Context: an optimization exercise on an open-source flow, tuned for small area. The choices shown serve that exercise and are no tape-out recipe.
In this exercise RTL edits were held to simulation tests only and were not proved equivalent to the original.
Power and IR drop assume default switching activity.

## the reference run
## SimulatedDevice
module SimulatedDevice(
    input[1:0] global_state,
    input sys_clk,
    input rx,
    output tx,
    input turn_left_signal,
    input turn_right_signal,
    input move_forward_signal,
    input move_backward_signal,
    input place_barrier_signal,
    input destroy_barrier_signal,
    input rst,
    input clutch,
    input throttle,
    input brake,
    input power_on,
    input power_off,
    output front_detector,
    output back_detector,
    output left_detector,
    output right_detector,
    output move_backward_light,
    output move_forward_light,
    output turn_left_light,
    output turn_right_light,
    output power_light,
    output reg [2:0] state_light,
    output [3:0] moving_light,
    output [7:0] seg1,
    output [7:0] seg2,
    output [7:0] an
    );
Size: ~570 cells after synthesis, about 57 I/O pins, roughly 4500 µm² of cells after synthesis.
export LEC_CHECK = 0
export CAP_MARGIN = 20
export CORE_MARGIN = 2
export CORE_UTILIZATION = 40
export SLEW_MARGIN = 20
create_clock -name core_clock -period 25.0 [get_ports {sys_clk}]
standard.sh (not shown) runs the stock make flow with config.mk's settings and CLKGATE_MAP_FILE= SYNTH_SCRIPT=/design/flow/synth_recipe.tcl, a recipe that flattens the netlist after the stock synthesis.
==> flow/flow/run.sh <==
#!/bin/bash
# Own layout flow: the standard synthesis; then the combinational logic
# re-mapped for area with a few ABC scripts (flip-flops untouched), keeping
# the smallest mapping that is proven equivalent to the standard netlist;
# then the standard layout with small port buffers and a small clock tree.
set -uo pipefail
WORK=$(pwd)
PLAT=${FLOW_PLATFORM:-sky130hd}
RES=$WORK/orfs/results/$PLAT/SimulatedDevice/base
LIB=$FLOW_HOME/platforms/$PLAT/lib/sky130_fd_sc_hd__tt_025C_1v80.lib
YOSYS=yosys
[ -x "$FLOW_HOME/../tools/install/yosys/bin/yosys" ] && YOSYS=$FLOW_HOME/../tools/install/yosys/bin/yosys

bash standard.sh synth > $WORK/flow_synth.log 2>&1 || exit 1
cp $RES/1_2_yosys.v $WORK/std_netlist.v
python3 $WORK/flow/cutff.py $WORK/std_netlist.v $WORK/cut_std.v || exit 1

DU=""
for c in $(sed -n '/^export DONT_USE_CELLS/,/^$/p' $FLOW_HOME/platforms/$PLAT/config.mk | grep -o "sky130_fd_sc_hd__[a-z0-9_]*"); do DU="$DU -dont_use $c"; done
SEQ=$(grep -oE "sky130_fd_sc_hd__(e?df|sdf|sedf|dl|conb)[a-z0-9_]*" $WORK/std_netlist.v | sort -u | tr '\n' ' ')
FFS_STD=$(grep -oE "sky130_fd_sc_hd__(e?df|sdf|sedf)[a-z0-9_]* +[^ ]+" $WORK/std_netlist.v | sort | md5sum)

best=""
best_area=""
remap_one() {
  local s=$1
  cat > $WORK/remap_$s.ys <<EOF
read_liberty -ignore_miss_func $LIB
blackbox $SEQ
read_verilog $WORK/std_netlist.v
hierarchy -top $FLOW_TOP
flatten
opt_clean
abc -script $WORK/flow/remap_$s.abc -liberty $LIB $DU -D 25000
opt_clean -purge
hilomap -singleton -hicell sky130_fd_sc_hd__conb_1 HI -locell sky130_fd_sc_hd__conb_1 LO
splitnets
opt_clean -purge
tee -o $WORK/remap_$s.stat stat -liberty $LIB
write_verilog -noattr -noexpr -nohex -nodec -selected $WORK/remap_all_$s.v
EOF
  $YOSYS -s $WORK/remap_$s.ys > $WORK/flow_remap_$s.log 2>&1 || return 1
  python3 - $WORK/remap_all_$s.v $WORK/remap_$s.v $FLOW_TOP <<'P' || return 1
import sys,re
t=open(sys.argv[1]).read()
m=re.search(r'module '+sys.argv[3]+r'\b.*?endmodule',t,re.S)
open(sys.argv[2],'w').write(m.group(0)+'\n')
P
  # same flip-flop instances as the standard netlist
  [ "$FFS_STD" = "$(grep -oE "sky130_fd_sc_hd__(e?df|sdf|sedf)[a-z0-9_]* +[^ ]+" $WORK/remap_$s.v | sort | md5sum)" ] || return 1
  # combinational equivalence, every flip-flop cut into ports
  python3 $WORK/flow/cutff.py $WORK/remap_$s.v $WORK/cut_remap_$s.v || return 1
  cat > $WORK/equiv_$s.ys <<EOF
read_liberty -ignore_miss_func $LIB
read_verilog $WORK/cut_std.v
hierarchy -top $FLOW_TOP
flatten
rename $FLOW_TOP gold
design -stash gold
read_liberty -ignore_miss_func $LIB
read_verilog $WORK/cut_remap_$s.v
hierarchy -top $FLOW_TOP
flatten
rename $FLOW_TOP gate
design -stash gate
design -copy-from gold -as gold gold
design -copy-from gate -as gate gate
miter -equiv -flatten -make_assert gold gate miter
hierarchy -top miter
sat -verify -prove-asserts miter
EOF
  $YOSYS -s $WORK/equiv_$s.ys > $WORK/flow_equiv_$s.log 2>&1 || return 1
  touch $WORK/remap_$s.ok
}
for s in a b c d; do remap_one $s & done
wait
for s in a b c d; do
  [ -f $WORK/remap_$s.ok ] || continue
  area=$(grep "Chip area" $WORK/remap_$s.stat | awk '{print $NF}')
  echo "script $s: area $area, equivalent" >> $WORK/flow_choice.log
  if [ -z "$best" ] || python3 -c "import sys; sys.exit(0 if float('$area') < float('$best_area') else 1)"; then
    best=$s; best_area=$area
  fi
done
if [ -n "$best" ]; then
  echo "using re-mapped netlist $best ($best_area)" >> $WORK/flow_choice.log
  cp $WORK/remap_$best.v $RES/1_2_yosys.v
  touch $RES/1_2_yosys.v
else
  echo "using standard netlist" >> $WORK/flow_choice.log
fi

bash standard.sh \
  BUFFER_PORTS_ARGS="-buffer_cell sky130_fd_sc_hd__buf_1" \
  CTS_ARGS="-sink_clustering_enable -repair_clock_nets -dont_use_dummy_load -buf_list {sky130_fd_sc_hd__clkbuf_4 sky130_fd_sc_hd__clkbuf_8}" \
  finish > $WORK/flow_layout.log 2>&1
Other scripts of this flow, unchanged in this note and not shown: flow/flow/cutff.py, flow/flow/remap_a.abc, flow/flow/remap_b.abc, flow/flow/remap_c.abc, flow/flow/remap_d.abc
--- input diff the reference run..the trial run ---
--- a/flow/design.v
+++ b/flow/design.v
@@ -46,17 +46,17 @@
         end
     wire even     = ~g[0];                  
     wire tick_ms  = (g[4:0] == 5'd31);      
     wire tick_20  = (g == 7'd79);           
     wire tick_div = (g[3:0] == 4'h7);       
     reg power1;
     reg [1:0] temp_state;
     localparam [2:0] E_A = 3'd0, E_B = 3'd1, E_C = 3'd3, E_H = 3'd2,
-                     E_D = 3'd4, E_E = 3'd5, E_F = 3'd6, E_G = 3'd7;
+                     E_D = 3'd4, E_E = 3'd6, E_F = 3'd5, E_G = 3'd7;
     reg [2:0] e;
     wire [1:0] state = (e == E_A) ? 2'b00 : (e == E_B || e == E_C) ? 2'b01 :
                        (e == E_H) ? 2'b11 : 2'b10;
     wire [3:0] moving_state = {e == E_G, e == E_F, e == E_E, e == E_C || e == E_D || e == E_H};
     wire power = power1;
     assign power_light = power1;
     assign moving_light = moving_state;
     assign move_backward_light = 1'b0;
@@ -211,38 +211,37 @@
             temp_state <= global_state;
             if (power1) power1 <= ~off_req;
             else power1 <= ~gs_chg & power_on & r1000;
         end
     end
     localparam [3:0] BLANK = 4'd15;
     localparam [3:0] FCODE = 4'd12;
     reg [3:0] S1, S2;
-    reg [3:0] code;
-    always @(*) begin
-        case (g[6:4])
-            3'd0: code = R[3:0];
-            3'd1: code = R[7:4];
-            3'd2: code = R[11:8];
-            3'd3: code = R[15:12];
-            3'd4: code = R[19:16];
-            3'd5: code = R[23:20];
-            default: code = R[27:24];
+    reg [3:0] code1, code2;
+    always @(*) begin
+        case (g[5:4])
+            2'd0: begin code2 = R[3:0];   code1 = R[19:16]; end
+            2'd1: begin code2 = R[7:4];   code1 = R[23:20]; end
+            2'd2: begin code2 = R[11:8];  code1 = R[27:24]; end
+            default: begin code2 = R[15:12]; code1 = 4'd0; end
         endcase
-        if (~activate) code = FCODE;
-        if (g[6:4] == 3'd7) code = 4'd0;
+        if (~activate) begin
+            code2 = FCODE;
+            if (g[5:4] != 2'd3) code1 = FCODE;
+        end
     end
     always @(posedge sys_clk) begin
         if (rst) begin
             S1 <= BLANK;
             S2 <= BLANK;
         end
         else if (tick_div) begin
-            if (g[6]) S1 <= code;
-            else S2 <= code;
+            if (g[6]) S1 <= code1;
+            else S2 <= code2;
         end
     end
     localparam [127:0] SEGTAB = {8'h00, 8'h1e, 8'h96, 8'h8e, 8'h52, 8'hda, 8'hf6, 8'hfe, 8'he0, 8'hbe, 8'hb6, 8'h66, 8'hf2, 8'hda, 8'h60, 8'hfc};
     assign seg1 = SEGTAB[{S1, 3'b000} +: 8];
     assign seg2 = SEGTAB[{S2, 3'b000} +: 8];
     genvar ai;
     generate for (ai = 0; ai < 8; ai = ai + 1) begin : anode
         assign an[ai] = (g[6:3] == 2*ai + 1) || (g[6:3] == ((2*ai + 2) % 16));
--- outcome ---
The flip-flop and latch power was comparable across the trial run and the reference run. The maximum clock frequency of the trial run is higher than that of the reference run. Non-clock buffer count across the trial run and the reference run: no real change. Clock power of the trial run is on par with the reference run. In the trial run, fraction of power consumed by combinational cells is higher than in the reference run. Ratio of cells with drive above 1 in the final layout, the trial run and the reference run, lower one = the trial run. Proportion of cell area occupied by registers: the trial run vs the reference run — no meaningful difference. Hold slack (lower): the trial run. The reference run → the trial run: area of all placed cells without fillers went up by 16 µm², signed area change from the synthesized netlist to the final layout went down by 0.17 points, die area went up by 0.46%.

---

SimulatedDevice, a different RTL version from the one above (not shown whole).
Size: about 570 cells after synthesis, ~57 I/O pins, about 4300 um2 of cells after synthesis.
Settings: LEC_CHECK=0, CAP_MARGIN=20, CORE_MARGIN=2, CORE_UTILIZATION=40, SLEW_MARGIN=20; clock period 25.0 ns.
==> flow/flow/run.sh <==
#!/bin/bash
# Own layout flow: the standard synthesis; then the combinational logic
# re-mapped for area with a few ABC scripts (flip-flops untouched), keeping
# the smallest mapping that is proven equivalent to the standard netlist;
# then the standard layout with small port buffers and a small clock tree.
set -uo pipefail
WORK=$(pwd)
PLAT=${FLOW_PLATFORM:-sky130hd}
RES=$WORK/orfs/results/$PLAT/SimulatedDevice/base
LIB=$FLOW_HOME/platforms/$PLAT/lib/sky130_fd_sc_hd__tt_025C_1v80.lib
YOSYS=yosys
[ -x "$FLOW_HOME/../tools/install/yosys/bin/yosys" ] && YOSYS=$FLOW_HOME/../tools/install/yosys/bin/yosys

bash standard.sh synth > $WORK/flow_synth.log 2>&1 || exit 1
cp $RES/1_2_yosys.v $WORK/std_netlist.v
python3 $WORK/flow/cutff.py $WORK/std_netlist.v $WORK/cut_std.v || exit 1

DU=""
for c in $(sed -n '/^export DONT_USE_CELLS/,/^$/p' $FLOW_HOME/platforms/$PLAT/config.mk | grep -o "sky130_fd_sc_hd__[a-z0-9_]*"); do DU="$DU -dont_use $c"; done
SEQ=$(grep -oE "sky130_fd_sc_hd__(e?df|sdf|sedf|dl|conb)[a-z0-9_]*" $WORK/std_netlist.v | sort -u | tr '\n' ' ')
FFS_STD=$(grep -oE "sky130_fd_sc_hd__(e?df|sdf|sedf)[a-z0-9_]* +[^ ]+" $WORK/std_netlist.v | sort | md5sum)

best=""
best_area=""
remap_one() {
  local s=$1
  cat > $WORK/remap_$s.ys <<EOF
read_liberty -ignore_miss_func $LIB
blackbox $SEQ
read_verilog $WORK/std_netlist.v
hierarchy -top $FLOW_TOP
flatten
opt_clean
abc -script $WORK/flow/remap_$s.abc -liberty $LIB $DU -D 25000
opt_clean -purge
hilomap -singleton -hicell sky130_fd_sc_hd__conb_1 HI -locell sky130_fd_sc_hd__conb_1 LO
splitnets
opt_clean -purge
tee -o $WORK/remap_$s.stat stat -liberty $LIB
write_verilog -noattr -noexpr -nohex -nodec -selected $WORK/remap_all_$s.v
EOF
  $YOSYS -s $WORK/remap_$s.ys > $WORK/flow_remap_$s.log 2>&1 || return 1
  python3 - $WORK/remap_all_$s.v $WORK/remap_$s.v $FLOW_TOP <<'P' || return 1
import sys,re
t=open(sys.argv[1]).read()
m=re.search(r'module '+sys.argv[3]+r'\b.*?endmodule',t,re.S)
open(sys.argv[2],'w').write(m.group(0)+'\n')
P
  # same flip-flop instances as the standard netlist
  [ "$FFS_STD" = "$(grep -oE "sky130_fd_sc_hd__(e?df|sdf|sedf)[a-z0-9_]* +[^ ]+" $WORK/remap_$s.v | sort | md5sum)" ] || return 1
  # combinational equivalence, every flip-flop cut into ports
  python3 $WORK/flow/cutff.py $WORK/remap_$s.v $WORK/cut_remap_$s.v || return 1
  cat > $WORK/equiv_$s.ys <<EOF
read_liberty -ignore_miss_func $LIB
read_verilog $WORK/cut_std.v
hierarchy -top $FLOW_TOP
flatten
rename $FLOW_TOP gold
design -stash gold
read_liberty -ignore_miss_func $LIB
read_verilog $WORK/cut_remap_$s.v
hierarchy -top $FLOW_TOP
flatten
rename $FLOW_TOP gate
design -stash gate
design -copy-from gold -as gold gold
design -copy-from gate -as gate gate
miter -equiv -flatten -make_assert gold gate miter
hierarchy -top miter
sat -verify -prove-asserts miter
EOF
  $YOSYS -s $WORK/equiv_$s.ys > $WORK/flow_equiv_$s.log 2>&1 || return 1
  touch $WORK/remap_$s.ok
}
ALL="w1 w2 w3 w5 w7 w11 w13 w17 y1 y2 y3 y5 y7 y11 y13 y17 n1 n2 n3 n5 n7 n11 n13 n17"
set -- $ALL
while [ $# -gt 0 ]; do
  for i in 1 2 3 4; do
    [ $# -gt 0 ] || break
    remap_one $1 &
    shift
  done
  wait
done
for s in $ALL; do
  [ -f $WORK/remap_$s.ok ] || continue
  area=$(grep "Chip area" $WORK/remap_$s.stat | awk '{print $NF}')
  echo "script $s: area $area, equivalent" >> $WORK/flow_choice.log
  if [ -z "$best" ] || python3 -c "import sys; sys.exit(0 if float('$area') < float('$best_area') else 1)"; then
    best=$s; best_area=$area
  fi
done
if [ -n "$best" ]; then
  echo "using re-mapped netlist $best ($best_area)" >> $WORK/flow_choice.log
  cp $WORK/remap_$best.v $RES/1_2_yosys.v
  touch $RES/1_2_yosys.v
else
  echo "using standard netlist" >> $WORK/flow_choice.log
fi

bash standard.sh \
  BUFFER_PORTS_ARGS="-buffer_cell sky130_fd_sc_hd__buf_1" \
  CTS_ARGS="-sink_clustering_enable -repair_clock_nets -dont_use_dummy_load -buf_list {sky130_fd_sc_hd__clkbuf_4 sky130_fd_sc_hd__clkbuf_8}" \
  finish > $WORK/flow_layout.log 2>&1
Other scripts of this flow, unchanged in this note and not shown: flow/flow/cutff.py, flow/flow/remap_n1.abc, flow/flow/remap_n11.abc, flow/flow/remap_n13.abc, flow/flow/remap_n17.abc, flow/flow/remap_n2.abc, flow/flow/remap_n3.abc, flow/flow/remap_n5.abc, flow/flow/remap_n7.abc, flow/flow/remap_w1.abc, flow/flow/remap_w11.abc, flow/flow/remap_w13.abc, flow/flow/remap_w17.abc, flow/flow/remap_w2.abc, flow/flow/remap_w3.abc, flow/flow/remap_w5.abc, flow/flow/remap_w7.abc, flow/flow/remap_y1.abc, flow/flow/remap_y11.abc, flow/flow/remap_y13.abc, flow/flow/remap_y17.abc, flow/flow/remap_y2.abc, flow/flow/remap_y3.abc, flow/flow/remap_y5.abc, flow/flow/remap_y7.abc
Rerun with:
--- a/flow/design.v
+++ b/flow/design.v
@@ -182,34 +182,31 @@
         assign cy[gk+1] = cy[gk] & d[3] & d[0];
     end endgenerate
     wire gs_chg = (temp_state != global_state);
     wire manual_poff = ~manual_power;
     wire off_req = power_off | ((global_state == 2'b00) & ~power_on & manual_poff) | gs_chg;
     wire r1000 = R[12];
     wire activate = man_act;
     wire moving = moving_state[0] | moving_state[1];
     reg r_clr, r_inc;
     always @(*) begin
         r_clr = 1'b0;
         r_inc = 1'b0;
-        if (rst) r_clr = 1'b1;
+        if (rst | (power1 & ~activate)) r_clr = 1'b1;
         else if (tick_ms) begin
             if (power1) r_clr = off_req;
             else if (gs_chg | (power_on & r1000) | (~power_on & (global_state == 2'b00))) r_clr = 1'b1;
             else r_inc = power_on;
         end
-        else if (even & power1) begin
-            r_clr = ~activate;
-            r_inc = activate & moving;
-        end
+        else if (even & power1) r_inc = moving;
     end
     always @(posedge sys_clk)
         R <= r_clr ? 28'd0 : (R ^ ({28{r_inc}} & R_inc));
     always @(posedge sys_clk) begin
         if (rst) begin
             power1 <= 1'b0;
             temp_state <= 2'b00;
         end
         else if (tick_ms) begin
             temp_state <= global_state;
             if (power1) power1 <= ~off_req;
             else power1 <= ~gs_chg & power_on & r1000;
Wire length decreases by 7.1%; global-route usage decreases by 1.7 points; count of clock-buffer cells in the layout stays the same; register-to-register slack is better by 410 ps; cell count decreases by 6.0%; total power hardly moves; maximum frequency increases by 1.3%; die area decreases by 0.31%; synthesized cell count decreases by 8.1%; setup slack is better by 160 ps; utilization decreases by 0.13 points.

[what the ideal ports hide]
How much do the figures lean on ideal ports? The routed layouts below were timed once more, with nothing changed but the port constraints.
Step 1, drivers: a clkbuf_16 drives sys_clk and a buf_2 each remaining input, both assumed.
Step 2, shift: input delay + t, output delay - t, t = (earliest + latest rising clock arrival at the registers) / 2. This alone moves slack from input paths to output paths.
Slacks: no drivers / after step 1 / after step 2; pairs: no drivers / after step 1.
run | shift t [ns] | setup slack, ns | hold slack, ns | worst setup path at the end | cell pins on the clock port's net
the reference run | 0.386 | 12.574 / 12.553 / 12.553 | 0.456 / 0.456 / 0.456 | input to output | 1
the trial run | 0.395 | 12.680 / 12.656 / 12.656 | 0.452 / 0.452 / 0.452 | input to output | 1
the first run of note 2 | 0.393 | 13.113 / 13.093 / 13.093 | 0.466 / 0.466 / 0.466 | input to output | 1
the second run of note 2 | 0.374 | 13.269 / 13.247 / 13.247 | 0.453 / 0.453 / 0.453 | input to output | 1
After both steps setup and hold are still met in every run listed. For the trial run, which loses most, drivers alone change the setup slack by -0.024 ns; drivers and shift together by -0.024 ns.
